What follows belongs to an exercise in optimizing a design on an open flow for small area; a production flow would make more cautious choices. In this exercise RTL edits were held to simulation tests only and were not proved equivalent to the original. The clock port is modelled as an ideal driver; clocking choices that lean on that would not hold on a real chip.

==> inputs of garnet <==
==> flow/design.v <==
module fifo_rdec (
    input rst, rd,
    input [3:0] a,
    output [15:0] sel,
    output hold
);
    wire g;
    wire [3:0] an, lo_n, hi_n;
    fifo_nor2b g_g (.a(rst), .b_n(rd), .y(g));
    fifo_nor2  g_h (.a(rd), .b(rst), .y(hold));
    genvar k;
    generate for (k = 0; k < 4; k = k + 1) begin : inv
        fifo_inv g_i (.a(a[k]), .y(an[k]));
    end endgenerate
    generate for (k = 0; k < 4; k = k + 1) begin : pre
        fifo_nand3 g_lo (.a(g), .b(k & 1 ? a[0] : an[0]), .c(k & 2 ? a[1] : an[1]), .y(lo_n[k]));
        fifo_nand2 g_hi (.a(k & 1 ? a[2] : an[2]), .b(k & 2 ? a[3] : an[3]), .y(hi_n[k]));
    end endgenerate
    generate for (k = 0; k < 16; k = k + 1) begin : fin
        fifo_nor2 g_s (.a(lo_n[k % 4]), .b(hi_n[k / 4]), .y(sel[k]));
    end endgenerate
endmodule
module fifo_nor2 (input a, b, output y);
    assign y = ~(a | b);
endmodule
module fifo_aoi222 (input a0, b0, a1, b1, a2, b2, output y);
    assign y = ~((a0 & b0) | (a1 & b1) | (a2 & b2));
endmodule
module fifo_nand6 (input [5:0] y, output x);
    wire c;
    fifo_and4  g_c (.a(y[0]), .b(y[1]), .c(y[2]), .d(y[3]), .y(c));
    fifo_nand3 g_x (.a(c), .b(y[4]), .c(y[5]), .y(x));
endmodule
module fifo_aoi22 (input a0, b0, a1, b1, output y);
    assign y = ~((a0 & b0) | (a1 & b1));
endmodule
module fifo_ctl (
    input rst, wr_en, rd_en,
    input [4:0] p,
    output full, empty, wr, rd,
    output [4:0] pn
);
    wire n4, rst_n;
    wire t0, t1_n, t2, t3_n, t4;
    wire x0, x1_n, x2, x3_n;
    wire [4:0] y;
    assign empty = p[4];
    fifo_nand4 g_n4 (.a(p[0]), .b(p[1]), .c(p[2]), .d(p[3]), .y(n4));
    fifo_nor2  g_fl (.a(n4), .b(p[4]), .y(full));
    fifo_nor2b g_wr (.a(full), .b_n(wr_en), .y(wr));
    fifo_nor2b g_rd (.a(p[4]), .b_n(rd_en), .y(rd));
    fifo_inv   g_rn (.a(rst), .y(rst_n));
    fifo_xor2  g_t0 (.a(wr), .b(rd), .y(t0));
    fifo_xor2  g_x0 (.a(p[0]), .b(rd), .y(x0));
    fifo_nand2 g_t1 (.a(t0), .b(x0), .y(t1_n));
    fifo_xnor2 g_x1 (.a(p[1]), .b(rd), .y(x1_n));
    fifo_nor2  g_t2 (.a(t1_n), .b(x1_n), .y(t2));
    fifo_xor2  g_x2 (.a(p[2]), .b(rd), .y(x2));
    fifo_nand2 g_t3 (.a(t2), .b(x2), .y(t3_n));
    fifo_xnor2 g_x3 (.a(p[3]), .b(rd), .y(x3_n));
    fifo_nor2  g_t4 (.a(t3_n), .b(x3_n), .y(t4));
    fifo_xnor2 g_y0 (.a(p[0]), .b(t0),   .y(y[0]));
    fifo_xor2  g_y1 (.a(p[1]), .b(t1_n), .y(y[1]));
    fifo_xnor2 g_y2 (.a(p[2]), .b(t2),   .y(y[2]));
    fifo_xor2  g_y3 (.a(p[3]), .b(t3_n), .y(y[3]));
    fifo_xnor2 g_y4 (.a(p[4]), .b(t4),   .y(y[4]));
    genvar k;
    generate for (k = 0; k < 5; k = k + 1) begin : nx
        fifo_nand2 g_n (.a(rst_n), .b(y[k]), .y(pn[k]));
    end endgenerate
endmodule
module fifo_inv   (input a, output y);             assign y = ~a;                endmodule
module fifo_nand2 (input a, b, output y);          assign y = ~(a & b);          endmodule
module fifo_nand4 (input a, b, c, d, output y);    assign y = ~(a & b & c & d);  endmodule
module fifo_nor2b (input a, b_n, output y);        assign y = ~(a | ~b_n);       endmodule
module fifo_nor3  (input a, b, c, output y);       assign y = ~(a | b | c);      endmodule
module fifo_nor4  (input a, b, c, d, output y);    assign y = ~(a | b | c | d);  endmodule
module fifo_and2  (input a, b, output y);          assign y = a & b;             endmodule
module fifo_and3  (input a, b, c, output y);       assign y = a & b & c;         endmodule
module fifo_or2   (input a, b, output y);          assign y = a | b;             endmodule
module fifo_xnor2 (input a, b, output y);          assign y = ~(a ^ b);          endmodule
module fifo_mux2  (input s, a1, a0, output y);     assign y = s ? a1 : a0;       endmodule
module fifo_ao22  (input a0, b0, a1, b1, output y); assign y = (a0 & b0) | (a1 & b1); endmodule
module fifo_nand3 (input a, b, c, output y);       assign y = ~(a & b & c);      endmodule
module fifo_and4  (input a, b, c, d, output y);    assign y = a & b & c & d;     endmodule
module fifo_xor2  (input a, b, output y);          assign y = a ^ b;             endmodule
module sync_fifo #(parameter width=8, depth=16, addr_size=4)(
    input [width-1:0] data_in,
    input rst, clk, rd_en, wr_en,
    output fifo_full, fifo_empty,
    output [width-1:0] data_out
);
reg [4:0] p;
reg [7:0] ram [0:15];
reg [7:0] dout;
wire wr, rd;
wire [4:0] pn;
fifo_ctl u_ctl (.rst(rst), .wr_en(wr_en), .rd_en(rd_en), .p(p),
    .full(fifo_full), .empty(fifo_empty), .wr(wr), .rd(rd), .pn(pn));
assign data_out = dout;
always @(posedge clk)
    p <= pn;
integer i;
always @(posedge clk) begin
    if (wr) begin
        ram[0] <= data_in;
        for (i = 1; i < 16; i = i + 1)
            ram[i] <= ram[i-1];
    end
end
wire [15:0] sel;
wire hold;
fifo_rdec u_dec (.rst(rst), .rd(rd), .a(p[3:0]), .sel(sel), .hold(hold));
genvar b;
generate for (b = 0; b < 8; b = b + 1) begin : bitslice
    wire [5:0] y;
    fifo_aoi222 u0 (.a0(sel[0]),  .b0(ram[0][b]),  .a1(sel[1]),  .b1(ram[1][b]),  .a2(sel[2]),  .b2(ram[2][b]),  .y(y[0]));
    fifo_aoi222 u1 (.a0(sel[3]),  .b0(ram[3][b]),  .a1(sel[4]),  .b1(ram[4][b]),  .a2(sel[5]),  .b2(ram[5][b]),  .y(y[1]));
    fifo_aoi222 u2 (.a0(sel[6]),  .b0(ram[6][b]),  .a1(sel[7]),  .b1(ram[7][b]),  .a2(sel[8]),  .b2(ram[8][b]),  .y(y[2]));
    fifo_aoi222 u3 (.a0(sel[9]),  .b0(ram[9][b]),  .a1(sel[10]), .b1(ram[10][b]), .a2(sel[11]), .b2(ram[11][b]), .y(y[3]));
    fifo_aoi222 u4 (.a0(sel[12]), .b0(ram[12][b]), .a1(sel[13]), .b1(ram[13][b]), .a2(sel[14]), .b2(ram[14][b]), .y(y[4]));
    fifo_aoi22  u5 (.a0(sel[15]), .b0(ram[15][b]), .a1(hold), .b1(dout[b]), .y(y[5]));
    wire d;
    fifo_nand6  u6 (.y(y), .x(d));
    always @(posedge clk)
        dout[b] <= d;
end endgenerate
endmodule
==> flow/flow/run.sh <==
#!/bin/bash
# The standard ORFS layout (the standard.sh, standard synthesis), with:
#  - port buffers of the smallest size (buf_1);
#  - a clock tree of clkbuf_4 without dummy loads (they only balance skew
#    between tree branches), where flow/postcts.tcl swaps a leaf for a clkbuf_8
#    if its register clock pins see a slow edge;
#  - flow/downsize.tcl after floorplan: gates synthesis sized above drive
#    strength 1 go back to size 1 before placement and its repairs;
#  - flow/shrink.tcl after the placement repairs: gates and buffers those
#    repairs sized up go to the smallest size that keeps slews low.
# Each tool's full output is in orfs/logs/; make's output is in standard.log.
set -euo pipefail
export CTS_ARGS="-sink_clustering_enable -repair_clock_nets -dont_use_dummy_load -distance_between_buffers 200 -branching_point_buffers_distance 200 -buf_list sky130_fd_sc_hd__clkbuf_4"
export BUFFER_PORTS_ARGS="-buffer_cell sky130_fd_sc_hd__buf_1"
export POST_FLOORPLAN_TCL="$PWD/flow/downsize.tcl"
export POST_RESIZE_TCL="$PWD/flow/shrink.tcl"
export POST_CTS_TCL="$PWD/flow/postcts.tcl"
bash standard.sh finish > standard.log 2>&1
==> flow/flow/downsize.tcl <==
# After floorplan: every combinational cell that synthesis sized above drive
# strength 1 goes back to its _1 variant; the placement and routing repairs
# later upsize or buffer whatever then needs it for slew, load or timing.
set n 0
foreach inst [get_cells *] {
  set ref [get_property $inst ref_name]
  if { ![regexp {^(sky130_fd_sc_hd__[a-z0-9]+)_([0-9]+)$} $ref -> base drive] } { continue }
  if { $drive <= 1 } { continue }
  if { [regexp {__(df|dl|sdf|edf|sedf|clk|tap|fill|conb|dly|lpflow|probe)} $base] } { continue }
  if { [get_lib_cells -quiet */${base}_1] eq "" } { continue }
  replace_cell [get_full_name $inst] ${base}_1
  incr n
}
puts "downsize: $n cells set to drive strength 1"
==> flow/flow/postcts.tcl <==
estimate_parasitics -placement
set n 0
foreach inst [get_cells clkbuf_*] {
  if { [get_property $inst ref_name] ne "sky130_fd_sc_hd__clkbuf_4" } { continue }
  set name [get_full_name $inst]
  set net [get_nets -of_objects [get_pins $name/X]]
  set leaf 1
  set worst 0
  foreach l [get_pins -of_objects $net -filter "direction==input"] {
    if { [string match "sky130_fd_sc_hd__clkbuf*" [get_property [get_cells -of_objects $l] ref_name]] } { set leaf 0 }
    set s [get_property $l slew_max]
    if { $s > $worst } { set worst $s }
  }
  if { $leaf && $worst > 0.118 } {
    replace_cell $name sky130_fd_sc_hd__clkbuf_8
    incr n
  }
}
puts "post-cts: upsized $n clock buffers"
if { $n > 0 } {
  detailed_placement
  estimate_parasitics -placement
}
==> flow/flow/shrink.tcl <==
# After the placement repairs: each buffer or gate the repairs sized above
# drive strength 1 is set to the smallest size of its kind whose net still
# sees slews under 0.9 ns (the library limit is 1.5 ns). Clock buffers,
# registers and port buffers are left alone.
estimate_parasitics -placement
proc net_worst_slew { inst } {
  set worst 0
  foreach p [get_pins -of_objects $inst -filter "direction==output"] {
    set net [get_nets -quiet -of_objects $p]
    if { $net eq "" } { continue }
    foreach l [get_pins -of_objects $net] {
      set s [get_property $l slew_max]
      if { $s > $worst } { set worst $s }
    }
  }
  return $worst
}
set n 0
foreach inst [get_cells *] {
  set name [get_full_name $inst]
  if { [string match clk* $name] } { continue }
  set ref [get_property $inst ref_name]
  if { ![regexp {^(sky130_fd_sc_hd__[a-z0-9]+)_([0-9]+)$} $ref -> base drive] } { continue }
  if { $drive <= 1 } { continue }
  if { [regexp {__(df|dl|sdf|edf|sedf|clk|tap|fill|conb|dly|lpflow|probe)} $base] } { continue }
  foreach d {1 2 3 4 6 8 12 16} {
    if { $d >= $drive } { break }
    if { [get_lib_cells -quiet */${base}_$d] eq "" } { continue }
    replace_cell $name ${base}_$d
    if { [net_worst_slew $inst] <= 0.9 } {
      puts "shrink: $name $ref -> ${base}_$d"
      incr n
      break
    }
    replace_cell $name $ref
  }
}
puts "shrink: $n cells made smaller"
==> flow/standard.sh <==
#!/bin/bash
# synth_recipe.tcl (not shown) runs the flow's synth.tcl, then flattens the netlist and writes it again
# the make line also repeats each setting of config.mk as NAME=value (left out here)
make -C /OpenROAD-flow-scripts/flow DESIGN_CONFIG=/design/flow/config.mk WORK_HOME=/design/flow/orfs CLKGATE_MAP_FILE= SYNTH_SCRIPT=/design/flow/synth_recipe.tcl "${@:-finish}"
==> flow/config.mk <==
export PLATFORM = sky130hd
export DESIGN_NAME = sync_fifo
export DESIGN_NICKNAME = sync_fifo
export VERILOG_FILES = /design/flow/design.v
export SDC_FILE = /design/flow/constraint.sdc
export NUM_CORES = 4
export LEC_CHECK = 0
export CAP_MARGIN = 20
export CORE_MARGIN = 2
export CORE_UTILIZATION = 40
export SLEW_MARGIN = 20
export SYNTH_HIERARCHICAL = 1
==> flow/constraint.sdc <==
create_clock -name core_clock -period 4.0 [get_ports {clk}]
set_input_delay 0.8000 -clock core_clock [delete_from_list [all_inputs] [get_ports {clk}]]
set_output_delay 0.8000 -clock core_clock [all_outputs]
set_load 0.01 [all_outputs]
==> lagoon (differences from garnet) <==
==> flow/flow/run.sh (replaced) <==
#!/bin/bash
# Standard ORFS layout, except: clock tree without dummy loads (they only
# balance skew between tree branches), and port buffers of the smallest size.
set -euo pipefail
export CTS_ARGS="-sink_clustering_enable -repair_clock_nets -dont_use_dummy_load -buf_list sky130_fd_sc_hd__clkbuf_4"
export BUFFER_PORTS_ARGS="-buffer_cell sky130_fd_sc_hd__buf_1"
export POST_FLOORPLAN_TCL="$PWD/flow/downsize.tcl"
export POST_RESIZE_TCL="$PWD/flow/shrink.tcl"
export POST_CTS_TCL="$PWD/flow/postcts.tcl"
bash standard.sh finish > standard.log 2>&1
==> nickel (differences from garnet) <==
==> flow/design.v, changed modules only <==
module fifo_ao5 (input [4:0] y, input a0, b0, a1, b1, output x);
    wire c1, c;
    fifo_and4  g_c1 (.a(y[0]), .b(y[1]), .c(y[2]), .d(y[3]), .y(c1));
    fifo_nand2 g_c  (.a(c1), .b(y[4]), .y(c));
    fifo_a221o g_x  (.a1(a0), .a2(b0), .b1(a1), .b2(b1), .c1(c), .x(x));
endmodule
module fifo_ctl (
    input rst, wr_en, rd_en,
    input [4:0] p,
    output full, empty, wr, rd,
    output [4:0] pn
);
    wire n4, up, dn, rst_n;
    wire a2, a3, a4, z2, z3, z4;
    wire [4:0] t, x;
    assign empty = p[4];
    fifo_nand4 g_n4 (.a(p[0]), .b(p[1]), .c(p[2]), .d(p[3]), .y(n4));
    fifo_nor2  g_fl (.a(n4), .b(p[4]), .y(full));
    fifo_nor2b g_wr (.a(full), .b_n(wr_en), .y(wr));
    fifo_nor2b g_rd (.a(p[4]), .b_n(rd_en), .y(rd));
    fifo_nor2b g_up (.a(rd), .b_n(wr), .y(up));
    fifo_nor2b g_dn (.a(wr), .b_n(rd), .y(dn));
    fifo_inv   g_rn (.a(rst), .y(rst_n));
    fifo_and2  g_a2 (.a(p[0]), .b(p[1]), .y(a2));
    fifo_and3  g_a3 (.a(p[0]), .b(p[1]), .c(p[2]), .y(a3));
    fifo_inv   g_a4 (.a(n4), .y(a4));
    fifo_nor2  g_z2 (.a(p[0]), .b(p[1]), .y(z2));
    fifo_nor3  g_z3 (.a(p[0]), .b(p[1]), .c(p[2]), .y(z3));
    fifo_nor4  g_z4 (.a(p[0]), .b(p[1]), .c(p[2]), .d(p[3]), .y(z4));
    fifo_or2   g_t0 (.a(up), .b(dn), .y(t[0]));
    fifo_mux2  g_t1 (.s(p[0]), .a1(up), .a0(dn), .y(t[1]));
    fifo_ao22  g_t2 (.a0(up), .b0(a2), .a1(dn), .b1(z2), .y(t[2]));
    fifo_ao22  g_t3 (.a0(up), .b0(a3), .a1(dn), .b1(z3), .y(t[3]));
    fifo_ao22  g_t4 (.a0(up), .b0(a4), .a1(dn), .b1(z4), .y(t[4]));
    genvar k;
    generate for (k = 0; k < 5; k = k + 1) begin : nx
        fifo_xnor2 g_x (.a(p[k]), .b(t[k]), .y(x[k]));
        fifo_nand2 g_n (.a(rst_n), .b(x[k]), .y(pn[k]));
    end endgenerate
endmodule
module fifo_a221o (input a1, a2, b1, b2, c1, output x); assign x = (a1 & a2) | (b1 & b2) | c1; endmodule
module sync_fifo #(parameter width=8, depth=16, addr_size=4)(
    input [width-1:0] data_in,
    input rst, clk, rd_en, wr_en,
    output fifo_full, fifo_empty,
    output [width-1:0] data_out
);
reg [4:0] p;
reg [7:0] ram [0:15];
reg [7:0] dout;
wire wr, rd;
wire [4:0] pn;
fifo_ctl u_ctl (.rst(rst), .wr_en(wr_en), .rd_en(rd_en), .p(p),
    .full(fifo_full), .empty(fifo_empty), .wr(wr), .rd(rd), .pn(pn));
assign data_out = dout;
always @(posedge clk)
    p <= pn;
integer i;
always @(posedge clk) begin
    if (wr) begin
        ram[0] <= data_in;
        for (i = 1; i < 16; i = i + 1)
            ram[i] <= ram[i-1];
    end
end
wire [15:0] sel;
wire hold;
fifo_rdec u_dec (.rst(rst), .rd(rd), .a(p[3:0]), .sel(sel), .hold(hold));
genvar b;
generate for (b = 0; b < 8; b = b + 1) begin : bitslice
    wire [4:0] y;
    fifo_aoi222 u0 (.a0(sel[0]),  .b0(ram[0][b]),  .a1(sel[1]),  .b1(ram[1][b]),  .a2(sel[2]),  .b2(ram[2][b]),  .y(y[0]));
    fifo_aoi222 u1 (.a0(sel[3]),  .b0(ram[3][b]),  .a1(sel[4]),  .b1(ram[4][b]),  .a2(sel[5]),  .b2(ram[5][b]),  .y(y[1]));
    fifo_aoi222 u2 (.a0(sel[6]),  .b0(ram[6][b]),  .a1(sel[7]),  .b1(ram[7][b]),  .a2(sel[8]),  .b2(ram[8][b]),  .y(y[2]));
    fifo_aoi222 u3 (.a0(sel[9]),  .b0(ram[9][b]),  .a1(sel[10]), .b1(ram[10][b]), .a2(sel[11]), .b2(ram[11][b]), .y(y[3]));
    fifo_aoi222 u4 (.a0(sel[12]), .b0(ram[12][b]), .a1(sel[13]), .b1(ram[13][b]), .a2(sel[14]), .b2(ram[14][b]), .y(y[4]));
    wire d;
    fifo_ao5 u5 (.y(y[4:0]), .a0(sel[15]), .b0(ram[15][b]), .a1(hold), .b1(dout[b]), .x(d));
    always @(posedge clk)
        dout[b] <= d;
end endgenerate
endmodule
// module fifo_nand6 removed
// module fifo_aoi22 removed
// module fifo_xor2 removed
==> flow/flow/run.sh (replaced) <==
#!/bin/bash
# Standard ORFS layout, except: clock tree without dummy loads (they only
# balance skew between tree branches), and port buffers of the smallest size.
set -euo pipefail
export CTS_ARGS="-sink_clustering_enable -repair_clock_nets -dont_use_dummy_load -buf_list sky130_fd_sc_hd__clkbuf_4"
export BUFFER_PORTS_ARGS="-buffer_cell sky130_fd_sc_hd__buf_1"
export POST_FLOORPLAN_TCL="$PWD/flow/downsize.tcl"
export POST_CTS_TCL="$PWD/flow/postcts.tcl"
bash standard.sh finish > standard.log 2>&1
==> flow/flow/postcts.tcl (replaced) <==
# After CTS: a clkbuf_4 leaf whose sinks see a slow clock edge is swapped for
# a clkbuf_8, then the placement is legalised again.
estimate_parasitics -placement
set n 0
foreach inst [get_cells clkbuf_*] {
  if { [get_property $inst ref_name] ne "sky130_fd_sc_hd__clkbuf_4" } { continue }
  set net [get_nets -of_objects [get_pins [get_full_name $inst]/X]]
  set worst 0
  foreach l [get_pins -of_objects $net -filter "direction==input"] {
    set s [get_property $l slew_max]
    if { $s > $worst } { set worst $s }
  }
  if { $worst > 0.115 } {
    replace_cell $inst sky130_fd_sc_hd__clkbuf_8
    incr n
  }
}
puts "post-cts: upsized $n clock buffers"
if { $n > 0 } {
  detailed_placement
  estimate_parasitics -placement
}
--- a/flow/config.mk
+++ b/flow/config.mk
@@ -7,6 +7,6 @@
 export LEC_CHECK = 0
 export CAP_MARGIN = 20
 export CORE_MARGIN = 2
-export CORE_UTILIZATION = 40
+export CORE_UTILIZATION = 30
 export SLEW_MARGIN = 20
 export SYNTH_HIERARCHICAL = 1
removed: flow/flow/shrink.tcl
==> flow_summary.toml <==
[sta]
fin_ws_ns = 1.39
worstMarginPinSlew_ns = 0.931

[place]
place_area_sq_um = 5250

[cells_and_area]
inverters_excl_clock = 5
syn_to_final_growth_pct = 7.46

[status]
status = "finished clean"

[critical_path]
cp.required_ns = 4.42

[synth]
synth_compound_area_frac = 0.0999
postSynthCellCount = 260

[min_path]
holdCritStartpoint = "ram[1][5]"
(the above is from lagoon)
==> flow_summary.toml <==
[cells_and_area]
inverters_excl_clock = 6

[min_path]
holdCritStartpoint = "ram[11][1]"

[critical_path]
cp.required_ns = 4.34

[sta]
worstMarginPinSlew_ns = 0.697

[status]
status = "finished clean"
(the above is from nickel)
==> flow_summary.toml <==
[sta]
fin_ws_ns = 1.40
worstMarginPinSlew_ns = 0.943

[cells_and_area]
inverters_excl_clock = 5
syn_to_final_growth_pct = 7.46

[status]
status = "finished clean"

[critical_path]
cp.required_ns = 4.44
(the above is from garnet)

==> afterwards: timing with drivers on the ports <==
How much do the figures lean on ideal ports? The routed layouts below were timed once more, with nothing changed but the port constraints.
Step 1: set_driving_cell puts a clkbuf_16 on clk and a buf_2 on each other input, an assumption about the parent block.
Step 2 times the ports against the registers' clock, not the clock port: input delays grow and output delays shrink by t, the midpoint of the rising clock arrivals with the driver on.
Three values: ideal ports, drivers, drivers and shift; two values: the first two.
| run | shift t [ns] | slack for setup (ns) | worst hold slack (ns) | worst setup path at the end | worst data-port slew with drivers (ns) |
|---|---|---|---|---|---|
| garnet | 0.541 | 1.401 / 1.401 / 0.886 | 0.436 / 0.436 / 0.436 | input to register | 0.03 |
| lagoon | 0.517 | 1.389 / 1.397 / 0.880 | 0.440 / 0.440 / 0.440 | input to register | 0.03 |
| nickel | 0.412 | 1.488 / 1.494 / 1.082 | 0.411 / 0.411 / 0.411 | input to register | 0.03 |
After both steps setup and hold are still met in every run listed. The setup slack of garnet, which loses most, moves by 0.000 ns with the drivers and by -0.515 ns with both steps.
